Background: an optimization exercise with open tools, aiming at small area, a short achievable clock period and few clock cycles per item. Do not read the settings as production practice. In this exercise RTL edits were held to simulation tests only and were not proved equivalent to the original.

[flow/design.v]
module draw_line (
    input logic clk,
    input logic rst,                
    input logic [7:0] start_x_pos,  
    input logic [6:0] start_y_pos,  
    input logic [7:0] x_length,     
    input logic [7:0] y_length,     
    input logic start_line,
    output logic wr_valid,
    output logic [7:0] write_x_pos,
    output logic [6:0] write_y_pos,
    output logic running
);
localparam integer VGA_WIDTH_C = 160;
localparam integer VGA_HEIGHT_C = 120;
typedef enum logic {
    IDLE,
    WRITE_PIXELS
} line_state_t;
line_state_t line_state_reg;
logic [13:0] x_length_fp;  
assign x_length_fp = {7'b0000000, x_length};
logic [13:0] y_length_pos_fp, y_length_neg_fp, y_length_fp;  
assign y_length_pos_fp = {y_length, 6'b000000};    
assign y_length_neg_fp = {~y_length+1, 6'b000000};
assign y_length_fp = (y_length[7] == 1) ? y_length_neg_fp : y_length_pos_fp;
logic [13:0] div_slope_pipe0;
logic zero_check_pipe0;
logic [13:0] slope_out_pipe1;
logic [7:0] x_max_pipe0, x_max_pipe1;
logic [7:0] y_max_pipe0, y_max_pipe1;
logic [6:0] vert_slope_pipe0;  
logic [7:0] y_length_pipe0;
logic       y_sign_pipe0,      y_sign_pipe1;
logic [7:0] start_x_pos_pipe0, start_x_pos_pipe1;
logic [6:0] start_y_pos_pipe0, start_y_pos_pipe1;
logic       start_line_pipe0,  start_line_pipe1;
always_ff @(posedge clk) begin
    div_slope_pipe0 <= y_length_fp / x_length_fp;
    zero_check_pipe0 <= (x_length == 0) ? 1 : 0;
    x_max_pipe0    <= start_x_pos + x_length;
    y_max_pipe0 <= {1'b0, start_y_pos} + y_length;
    y_length_pipe0 <= y_length;
    start_x_pos_pipe0 <= start_x_pos;
    start_y_pos_pipe0 <= start_y_pos;
    y_sign_pipe0   <= y_length[7];
    y_length_pipe0 <= y_length;  
    start_line_pipe0 <= start_line;
    if (rst) start_line_pipe0 <= 0;
    slope_out_pipe1 <= (zero_check_pipe0) ? y_length_pipe0 : ((y_sign_pipe0) ? ~div_slope_pipe0 + 1 : div_slope_pipe0);
    start_x_pos_pipe1 <= start_x_pos_pipe0;
    start_y_pos_pipe1 <= start_y_pos_pipe0;
    x_max_pipe1 <= (x_max_pipe0 > VGA_WIDTH_C) ? VGA_WIDTH_C : x_max_pipe0;
    if (y_max_pipe0[7] == 1) begin
        y_max_pipe1 <= 0; 
    end else begin
        y_max_pipe1 <= (y_max_pipe0 > VGA_WIDTH_C) ? VGA_WIDTH_C : y_max_pipe0;
    end
    y_sign_pipe1   <= y_sign_pipe0;
    start_line_pipe1 <= start_line_pipe0;
    if (rst) start_line_pipe1 <= 0;
end
logic [13:0] y_ideal_reg;
logic [13:0] slope_reg;
logic [6:0] y_added_reg;  
logic [7:0] x_added_reg;
logic [7:0] x_max_reg;
logic [6:0] y_max_reg;
logic [13:0] y_difference;
logic inc_y_reg, inc_x_reg, inc_ideal_reg;
logic invalid_pixel_reg, invalid_pixel_s;
logic x_diff_reg;
logic [7:0] x_pos_out_reg;
logic [6:0] y_pos_out_reg;
logic [6:0] y_add_value_reg;
logic wr_valid_reg;
always_ff @(posedge clk) begin
    line_state_reg <= line_state_reg;
    y_ideal_reg <= y_ideal_reg;
    slope_reg <= slope_reg;
    y_added_reg <= y_added_reg;
    x_added_reg <= x_added_reg;
    x_diff_reg  <= x_diff_reg;
    x_max_reg <= x_max_reg;
    y_max_reg <= y_max_reg;
    wr_valid_reg <= 0;
    case (line_state_reg)
        IDLE: begin
            y_ideal_reg <= {1'b0, start_y_pos_pipe1, 6'b0};
            slope_reg <= slope_out_pipe1;
            y_added_reg <= 0;
            x_added_reg <= 0;
            x_diff_reg  <= 0;
            x_pos_out_reg  <= start_x_pos_pipe1;
            y_pos_out_reg  <= start_y_pos_pipe1;
            x_max_reg <= x_max_pipe1;
            y_max_reg <= y_max_pipe1;
            y_add_value_reg <= (y_sign_pipe1) ? 7'h7f : 7'h1;
            if (start_line_pipe1) begin
                line_state_reg <= WRITE_PIXELS;
                wr_valid_reg   <= 1;  
            end
        end
        WRITE_PIXELS : begin
            wr_valid_reg <= 1;
            if (invalid_pixel_reg || (x_pos_out_reg == x_max_reg && y_pos_out_reg == y_max_reg)) begin
                line_state_reg <= IDLE;
            end else begin
                if (slope_reg != 0 && y_pos_out_reg != y_ideal_reg[12:6]) begin
                    y_pos_out_reg <= y_pos_out_reg + y_add_value_reg;
                end else begin
                    if (x_pos_out_reg != x_max_reg) begin
                        x_pos_out_reg <= x_pos_out_reg + 1;
                    end
                    if (y_pos_out_reg != y_max_reg) begin
                        y_ideal_reg <= y_ideal_reg + slope_reg;
                    end
                end
            end
        end
        default : begin
            line_state_reg <= IDLE;
        end
    endcase
    if (rst) begin
        line_state_reg <= IDLE;
        wr_valid_reg   <= 0;
    end
end
assign invalid_pixel_s = (x_pos_out_reg > VGA_WIDTH_C-1) || (y_pos_out_reg > VGA_HEIGHT_C-1);
always_ff @(posedge clk) begin
    if (line_state_reg == IDLE)
        invalid_pixel_reg <= (start_x_pos_pipe1 > VGA_WIDTH_C-1) || (start_y_pos_pipe1 > VGA_HEIGHT_C-1);
    else
        invalid_pixel_reg <= invalid_pixel_s;
end
assign wr_valid = (invalid_pixel_s || invalid_pixel_reg) ? 0 : wr_valid_reg;
assign write_x_pos = x_pos_out_reg;
assign write_y_pos = y_pos_out_reg;
assign running = (line_state_reg == WRITE_PIXELS);
endmodule
[flow/run.sh]
#!/bin/bash
# synth_recipe.tcl (not shown) runs the flow's synth.tcl, then flattens the netlist and writes it again
# the make line also repeats each setting of config.mk as NAME=value (left out here)
make -C /OpenROAD-flow-scripts/flow DESIGN_CONFIG=/design/flow/config.mk WORK_HOME=/design/flow/orfs CLKGATE_MAP_FILE= SYNTH_SCRIPT=/design/flow/synth_recipe.tcl finish
[flow/config.mk]
export PLATFORM = sky130hd
export DESIGN_NAME = draw_line
export DESIGN_NICKNAME = draw_line
export VERILOG_FILES = /design/flow/design.v
export SDC_FILE = /design/flow/constraint.sdc
export NUM_CORES = 4
export LEC_CHECK = 0
export CAP_MARGIN = 20
export CORE_MARGIN = 2
export CORE_UTILIZATION = 40
export SLEW_MARGIN = 20
[flow/constraint.sdc]
create_clock -name core_clock -period 29.0 [get_ports {clk}]
set_input_delay 5.8000 -clock core_clock [delete_from_list [all_inputs] [get_ports {clk}]]
set_output_delay 5.8000 -clock core_clock [all_outputs]
set_load 0.01 [all_outputs]
==> impl_metrics.tcl, run 1 <==
set metrics [dict create \
    grt_pass1_vias 8078 \
    place_congestion 0.8789 \
    yosysTopAreaCell "dfxtp_1" \
    nNetsFinal 1393 \
    status "finished clean" \
    netlist_area_um2 10750 \
    finalHoldViolations 0 \
    synth_top_area_share_pct 19.37 \
    cp_max_fo 15 \
    critical_path_class "in -> reg" \
    vias 8471 \
    syn2layout_area_growth_pct 20.47 \
    placementRows 60 \
    finalSetupViolCount 0 \
    tightest_slew_ns 0.7801 \
    r2r-end "y_ideal_reg[12]" \
    io_pins 51 \
    worst_path_largest_cell_delay_ns 0.53 \
    relSlewSlack_pct 47.94 \
    min_from "start_y_pos_pipe0[2]" \
    fillCellCount 2492 \
    cp_data_required_time_ns 29.29 \
    rr_worst_depth 16 \
    ys_ff_latch 162 \
    r2r-start "slope_reg[0]" \
    crit_path_top_delay_cell "or4b_1" \
    min_period_ns 27.93 \
    vias_per_cell 5.314 \
    finClkSkew_ns 0.007584 \
    start_kind "input port" \
    dieHeight_um 167.9 \
    fp.dieArea_um2 28200 \
    synth.area.top_cells "dfxtp_1 (19%), edfxtp_1 (16%), ha_1 (13%)" \
    root_buffer "clkbuf_16" \
    cts_htree_levels 4 \
    drive_gt1_share_pct 16.44 \
    dpl.hpwl_um 20300 \
    routed_wl_um 26200 \
    synth_cell_types 90 \
    synthArstFlopShare_pct 0 \
    crit_top_cell "o21a_1" \
    dr.pass1.iters 5 \
    clock_path_buffers 2 \
    end_kind "register" \
    fin_area_um2 12950 \
    yosysSeqAreaShare_pct 35.57 \
    avgRoutedWirePerCell_um 16.44 \
    placed_area_um2 11970 \
    grt_pass1_wl_um 41680 \
    insertion_delay_ns 0.42 \
    final_cell_mix "ha_1 (108), dfxtp_1 (104), nor2_1 (74)" \
    hold_class "reg -> reg" \
    fin_util_pct 48.60 \
    finalSetupTns_ns 0 \
    drtIter0Drc 573 \
    start_util_pct 40.34 \
    cap_violations 0 \
    crit_arrival_ns 28.22 \
    min_to "start_y_pos_pipe1[2]" \
    yosys_warnings 1 \
    hold-path-cell-count 0 \
    syn_inst 1119 \
    cts.clk_slew.worst_paths_ns 0.06 \
    rrSetupSlack_ns 26.08 \
    fmax_mhz 35.80 \
    grt_overflow 0 \
    grtUsageTotal_pct 18.33 \
    portBuffers 50 \
    clkSinkCount 162 \
    hold_buffers 0 \
    synth_edf_count 58 \
    drcViolationCount 0 \
    dieWidth_um 167.9 \
    grt_max_degree 46 \
    maxSlewViolCount 0 \
    grt_antenna_before_repair 1 \
    synth_nets 1272 \
    tritoncts "yes" \
    cts_buffers 17 \
    mostFrequentLayoutCell "ha_1" \
    fp.coreArea_um2 26650 \
    synth.avg_cell_area_um2 9.607 \
    ant_nets 0 \
    synth_ff_type "dfxtp_1" \
    min_period_over_period_pct 96.31 \
    diodes 0 \
]
-- Yosys cell counts (all sizes together), types with 3 or more instances --
| library cell | instances |
|---|---|
| ha | 114 |
| o21a | 29 |
| and3 | 8 |
| nand3 | 12 |
| nor2b | 25 |
| mux2i | 13 |
| a211oi | 7 |
| nor4 | 9 |
| nor4b | 3 |
| a31o | 5 |
| a32oi | 3 |
| nor2 | 79 |
| o211a | 4 |
| or2 | 8 |
| nand2b | 13 |
| fa | 5 |
| buf | 6 |
| or3 | 9 |
| o21bai | 17 |
| a31oi | 11 |
| clkbuf | 14 |
| o41ai | 5 |
| or4 | 6 |
| edfxtp | 58 |
| o22ai | 3 |
| a21oi | 72 |
| a21boi | 6 |
| inv | 63 |
| dfxtp | 104 |
| a21o | 37 |
| mux2 | 28 |
| o31ai | 10 |
| a211o | 4 |
| and2 | 19 |
| nand2 | 64 |
| xor2 | 58 |
| nor3 | 23 |
| nand4 | 10 |
| o21ai | 57 |
| and4 | 4 |
| nor3b | 3 |
| o211ai | 9 |
| xnor2 | 54 |
-- worst max-delay path: cells and delay by family --
family          cells  cell delay, ns
compound gates     57            9.89
buf+inv            11            1.56
mux                 4            1.16
fa+ha+maj          14            3.90
simple gates       33            5.85
-- repair_timing --
action / CTS / global route
cloned: 0 / 1
setup endpoints to repair: 1 / 1
pin swaps: 0 / 24
buffers inserted: 0 / 24
endpoints found under the hold margin: 0 / 0
resized for setup: 4 / 52
-- cells by family (layout without fill, tap and decap cells) --
kind of cell / after synthesis / count (layout) / synth area share [%]
DFF: 162 / 162 / 35.57
adders and majority gates: 119 / 119 / 14.20
xor gates and xnor gates: 113 / 113 / 9.334
muxes: 41 / 41 / 4.330
buffers and inverters: 84 / 217 / 3.049
and+or+nand+nor: 301 / 302 / 14.64
AOI/OAI and AO/OA: 299 / 299 / 18.88
-- worst max-delay path by stage --
stage | startpoint | end | slack, ns | depth (start not counted)
6_report | y_length[3] | div_slope_pipe0[0] | 1.07 | 119
5_1_grt | y_length[2] | div_slope_pipe0[0] | -0.19 | 116
4_1_cts | y_length[0] | div_slope_pipe0[0] | 0.03 | 114
3_5_place_dp | y_length[1] | div_slope_pipe0[0] | -0.55 | 115
3_3_place_gp | y_length[0] | div_slope_pipe0[0] | 0.02 | 115
2_1_floorplan | y_length[1] | div_slope_pipe0[0] | 0.06 | 120
-- area by class of cell --
class                      count  area (um^2)  share of cell area [%]
multi-input combinational    874         6850                   52.89
clock inverter                14        126.4                  0.9757
timing repair buffer         121         1042                   8.048
clock buffer                  18        439.2                   3.391
inverter                      64        242.7                   1.874
sequential                   162         3824                   29.52
tap                          341        426.7                   3.294
-- stage by stage --
| stage | std cells | hold WS (ns) | setup slack (ns) |
|---|---|---|---|
| 2_1_floorplan | 1119 | 0.3096 | 0.06322 |
| 3_3_place_gp | 1537 | 0.3106 | 0.02200 |
| 3_5_place_dp | 1537 | 0.3121 | -0.5548 |
| 4_1_cts | 1569 | 0.3264 | 0.03395 |
| 5_1_grt | 1594 | 0.3349 | -0.1893 |
| 6_report | 1594 | 0.3243 | 1.070 |
-- routing by layer --
layer	up-vias	global-route usage, %	part of all wire [%]
li1	4315	-	-
met4	2	4.159	1.1
met3	26	2.421	2.6
met2	135	31.46	48
met1	3993	24.62	48
met5	-	0	0.042
Testbench counts, summed over its fixed seeds: cycles 212,509, lines 2,400.
==> run 2: changes to the inputs <==
==> flow/design.v (replaced) <==
module draw_line (
    input  logic       clk,
    input  logic       rst,           
    input  logic [7:0] start_x_pos,   
    input  logic [6:0] start_y_pos,   
    input  logic [7:0] x_length,      
    input  logic [7:0] y_length,      
    input  logic       start_line,
    output logic       wr_valid,
    output logic [7:0] write_x_pos,
    output logic [6:0] write_y_pos,
    output logic       running
);
    logic [7:0] x_reg;
    logic [6:0] y_reg;
    logic       run_reg, wv_reg;
    logic [7:0] xm_reg;       
    logic [6:0] ym_reg;       
    logic       dir_reg;      
    logic       neg_reg;      
    logic       nz_reg;       
    logic [12:0] ideal_reg;
    logic [12:0] slope_reg;   
    logic pv_reg;             
    logic ex_reg, ey_reg;     
    logic [7:0] rem_reg;
    logic [3:0] cnt_reg;
    logic [7:0] ymag;
    logic [6:0] lowor;
    always_comb begin
        lowor[0] = y_length[0];
        for (int i = 1; i < 7; i++) lowor[i] = lowor[i-1] | y_length[i];
        ymag[0] = y_length[0];
        for (int i = 1; i < 8; i++) ymag[i] = y_length[i] ^ (y_length[7] & lowor[i-1]);
    end
    logic in_xz, in_yz, in_off;
    assign in_xz  = (x_length == 8'd0);
    assign in_yz  = (y_length == 8'd0);
    assign in_off = (start_x_pos > 8'd159) || (start_y_pos > 7'd119);
    logic [8:0] dtry;
    logic [8:0] dsub;
    logic       qbit;
    assign dtry = {rem_reg, slope_reg[12]};
    assign dsub = dtry - {1'b0, xm_reg};
    assign qbit = ~dsub[8];
    logic [7:0] xsum, ysum;
    assign xsum = x_reg + xm_reg;
    assign ysum = {1'b0, y_reg} + {dir_reg, ym_reg};
    logic       off_cur, off_nxt, ystep;
    logic [7:0] x_nxt;
    logic [6:0] y_nxt;
    logic [12:0] ideal_nxt;
    logic       ex_nxt, ey_nxt;
    assign off_cur = (x_reg > 8'd159) || (y_reg > 7'd119);
    assign ystep   = nz_reg && (y_reg != ideal_reg[12:6]);
    always_comb begin
        x_nxt     = x_reg;
        y_nxt     = y_reg;
        ideal_nxt = ideal_reg;
        if (ystep) begin
            y_nxt = dir_reg ? y_reg - 7'd1 : y_reg + 7'd1;
        end else begin
            if (!ex_reg) x_nxt = x_reg + 8'd1;
            if (!ey_reg) ideal_nxt = ideal_reg + slope_reg + {12'd0, neg_reg};
        end
    end
    assign off_nxt = (x_nxt > 8'd159) || (y_nxt > 7'd119);
    assign ex_nxt  = (x_nxt == xm_reg);
    assign ey_nxt  = (y_nxt == ym_reg);
    always_ff @(posedge clk) begin
        if (start_line) begin
            x_reg     <= start_x_pos;
            y_reg     <= start_y_pos;
            ideal_reg <= {start_y_pos, 6'd0};
            xm_reg    <= x_length;
            ym_reg    <= y_length[6:0];
            dir_reg   <= y_length[7];
            neg_reg   <= y_length[7] & ~in_xz;
            nz_reg    <= ~in_yz;
            slope_reg <= in_xz ? {5'd0, y_length} : {ymag[6:0], 6'd0};
            rem_reg   <= {7'd0, ymag[7]};
            cnt_reg   <= (in_xz || in_yz) ? 4'd1 : 4'd13;
            pv_reg    <= in_off;
            ex_reg    <= in_xz;
            ey_reg    <= in_yz || (start_y_pos == 7'd0 && y_length[7]);
            run_reg   <= 1'b1;
            wv_reg    <= ~in_off;
        end else if (run_reg) begin
            if (pv_reg || (ex_reg && ey_reg)) begin
                run_reg <= 1'b0;
                wv_reg  <= 1'b0;
            end else if (cnt_reg != 4'd0) begin
                cnt_reg   <= cnt_reg - 4'd1;
                rem_reg   <= qbit ? dsub[7:0] : dtry[7:0];
                slope_reg <= (nz_reg && !ex_reg) ? {slope_reg[11:0], qbit ^ neg_reg} : slope_reg;
                if (cnt_reg == 4'd1) begin
                    xm_reg <= (xsum > 8'd160) ? 8'd160 : xsum;
                    ym_reg <= ysum[7] ? 7'd0 : ysum[6:0];
                end
            end else begin
                x_reg     <= x_nxt;
                y_reg     <= y_nxt;
                ideal_reg <= ideal_nxt;
                pv_reg    <= off_cur;
                ex_reg    <= ex_nxt;
                ey_reg    <= ey_nxt;
                run_reg   <= !(off_cur || (ex_nxt && ey_nxt));
                wv_reg    <= !(off_cur || off_nxt);
            end
        end else begin
            wv_reg <= 1'b0;
        end
        if (rst) begin
            run_reg <= 1'b0;
            wv_reg  <= 1'b0;
        end
    end
    assign wr_valid    = wv_reg;
    assign write_x_pos = x_reg;
    assign write_y_pos = y_reg;
    assign running     = run_reg;
endmodule
==> run 2 against run 1 <==
Compared with the run above: still clean; non-clock buffer count is 68 lower; critical path depth is 113 lower; via count is 44% lower; final area is 47% lower; largest cell class unchanged; global-route usage is 0.72 points higher; utilization is 1.2 points lower; clock-buffer cell count is 9 lower; highest routed layer is now met4; sequential share of layout area is 1.8 points higher.
==> impl_metrics.tcl, run 2 <==
set metrics [dict create \
    status "finished clean" \
    synth_top_area_share_pct 31.43 \
    finalHoldViolations 0 \
    fin_util_pct 47.37 \
    syn2layout_area_growth_pct 16.79 \
    mostFrequentLayoutCell "edfxtp_1" \
    cts_buffers 9 \
    dieHeight_um 124.7 \
    met3_usage_pct 3.780 \
    dr.pass1.iters 5 \
    drive_gt1_share_pct 4.896 \
    synth_most_common_cell "edfxtp_1" \
    grt_pass1_vias 4765 \
    rsz0062_at_grt "false" \
    finClkSkew_ns 0.007587 \
    grt_max_degree 113 \
    synthArstFlopShare_pct 0 \
    min_period_over_period_pct 26.85 \
    end_kind "register" \
    final_cell_mix "edfxtp_1 (61), nand2_1 (53), inv_1 (51)" \
    place_congestion 0.8535 \
    fp.coreArea_um2 14370 \
    netlist_area_um2 5828 \
    grt_pass1_wl_um 23710 \
    path_cells "clkdlybuf4s50_1, or4_1, nor4_1, nor2b_1, o21ai_0, o21a_1" \
    hold_buffers 0 \
    clock_path_buffers 2 \
    synth.area.top_cells "edfxtp_1 (31%), ha_1 (8.8%), xnor2_1 (6.0%)" \
    relSlewSlack_pct 27.89 \
    finalSetupViolCount 0 \
    cp_max_fo 7 \
    hold_class "reg -> reg" \
    cp_num_buf_inv 1 \
    synth_commonest_cells "edfxtp_1 (61), nand2_1 (53), inv_1 (51)" \
    grt_antenna_before_repair 0 \
    vias_per_cell 5.513 \
    yosys_warnings 1 \
    worst_path_largest_cell_delay_ns 0.57 \
    yosysSeqAreaShare_pct 36.58 \
    critical_path_class "in -> reg" \
    synth.avg_cell_area_um2 9.280 \
    ys_ff_latch 76 \
    routed_wl_um 14510 \
    clkSinkCount 76 \
    grtUsageTotal_pct 19.05 \
    grt_overflow 0 \
    synth_ff_type "edfxtp_1" \
    cp_data_required_time_ns 29.10 \
    start_kind "input port" \
    finalSetupTns_ns 0 \
    busiest_layer "met2" \
    ant_nets 0 \
    crit_path_top_delay_cell "or4_1" \
    grt_use_met2_pct 33.37 \
    tightest_slew_ns 1.082 \
    maxSlewViolCount 0 \
    syn_inst 628 \
    dpl.hpwl_um 10850 \
    vias 4730 \
    synth_nets 709 \
    portBuffers 50 \
    yosysTopAreaCell "edfxtp_1" \
    cts.clk_slew.worst_paths_ns 0.06 \
    synth_edf_count 61 \
    fp.dieArea_um2 15550 \
    crit_family "simple AND/OR/NAND/NOR gates" \
    fmax_mhz 128.4 \
    synth_cell_types 56 \
    hold_slack_ns 0.4930 \
    avgRoutedWirePerCell_um 16.91 \
    placementRows 44 \
    root_buffer "clkbuf_16" \
    start_util_pct 40.56 \
    fillCellCount 1363 \
    seq_area_um2 2132 \
    tritoncts "yes" \
    min_period_ns 7.785 \
    crit_arrival_ns 7.88 \
    gr-usage-met1_pct 23.80 \
    drcViolationCount 0 \
    cap_violations 0 \
    multiInputGateArea_um2 3416 \
    cts_setup_buffers 0 \
    diodes 0 \
    insertion_delay_ns 0.35 \
    io_pins 51 \
    ctsResizeCount 0 \
    drtIter0Drc 304 \
    cts_htree_levels 3 \
    dieWidth_um 124.7 \
    nNetsFinal 750 \
]
[run 2: final timing paths]
path / from / endpoint / slack, ns / cells after the start
max: y_length[1] / cnt_reg[2] / 21.21 / 6
min: ideal_reg[2] / ideal_reg[2] / 0.49 / 2
max reg2reg: xm_reg[0] / rem_reg[0] / 25.74 / 10
min reg2reg: ideal_reg[2] / ideal_reg[2] / 0.49 / 2
[run 2: final cells by class]
cell class	instances	area share [%]
Clock buffer	9	3.309
Sequential cell	76	31.32
Timing Repair Buffer	53	7.647
Inverter	51	2.813
Multi-Input combinational cell	478	50.18
Tap cell	184	3.382
Clock inverter	7	1.342
[run 2: per-stage QoR]
stage               instance area (um^2)  std cells  worst slack [ns]
finish                              6807        858             21.21
global route                        6807        858             21.06
CTS                                 6807        858             21.21
detailed placement                  6490        842             20.85
global placement                    6490        842             20.95
floorplan                           5828        628             21.73
[run 2: kinds of logic (layout without fill, tap and decap cells)]
| group | count (synthesis) | after routing | share of synthesized area [%] |
|---|---|---|---|
| AO/OA/AOI/OAI | 165 | 165 | 17.99 |
| XOR/XNOR | 73 | 73 | 11.59 |
| adder cells (fa/ha/maj) | 47 | 47 | 10.86 |
| buffers and inverters | 74 | 120 | 4.809 |
| flip-flops | 76 | 76 | 36.58 |
| multiplexers | 20 | 20 | 3.542 |
| AND/OR/NAND/NOR | 173 | 173 | 14.62 |
[run 2: layer usage]
metal	routed length [um]	vias up
li1	-	2362
met1	6596	2270
met2	7241	89
met3	526	9
met4	148	0
met5	0	-
[run 2: worst register-to-register path, delay by kind of cell (launching register included)]
| family | cells | cell delay [ns] |
|---|---|---|
| AO/OA/AOI/OAI | 5 | 0.88 |
| XOR/XNOR | 1 | 0.53 |
| adder cells (fa/ha/maj) | 2 | 0.68 |
| flip-flops | 1 | 0.46 |
| multiplexers | 1 | 0.41 |
| AND/OR/NAND/NOR | 1 | 0.12 |
Testbench counts of run 2, summed over its fixed seeds: cycles 235,321, lines 2,400.

re-timing with driven ports:
The flow's constraints put no driver on any port. The routed layouts listed below were extracted and timed again, unchanged, in two steps. Step 1 assumes that a clkbuf_16 drives the clock port and a buf_2 every other input. Step 2 moves the port delays by t, midway between the first and last clock arrival at a register: inputs arrive t later, outputs are due t later. That takes back most of the time a late clock gives input paths. Three values: ideal, step 1, step 2; two values: the first two.
run | shift t [ns] | slack for setup (ns) | worst hold slack (ns)
run 1 | 0.452 | 1.070 / 1.059 / 0.607 | 0.324 / 0.324 / 0.324
run 2 | 0.383 | 21.215 / 21.233 / 20.850 | 0.493 / 0.493 / 0.493
After both steps every run listed still meets setup and hold. The setup slack of run 1, which loses most, moves by -0.011 ns with the drivers and by -0.463 ns with both steps.
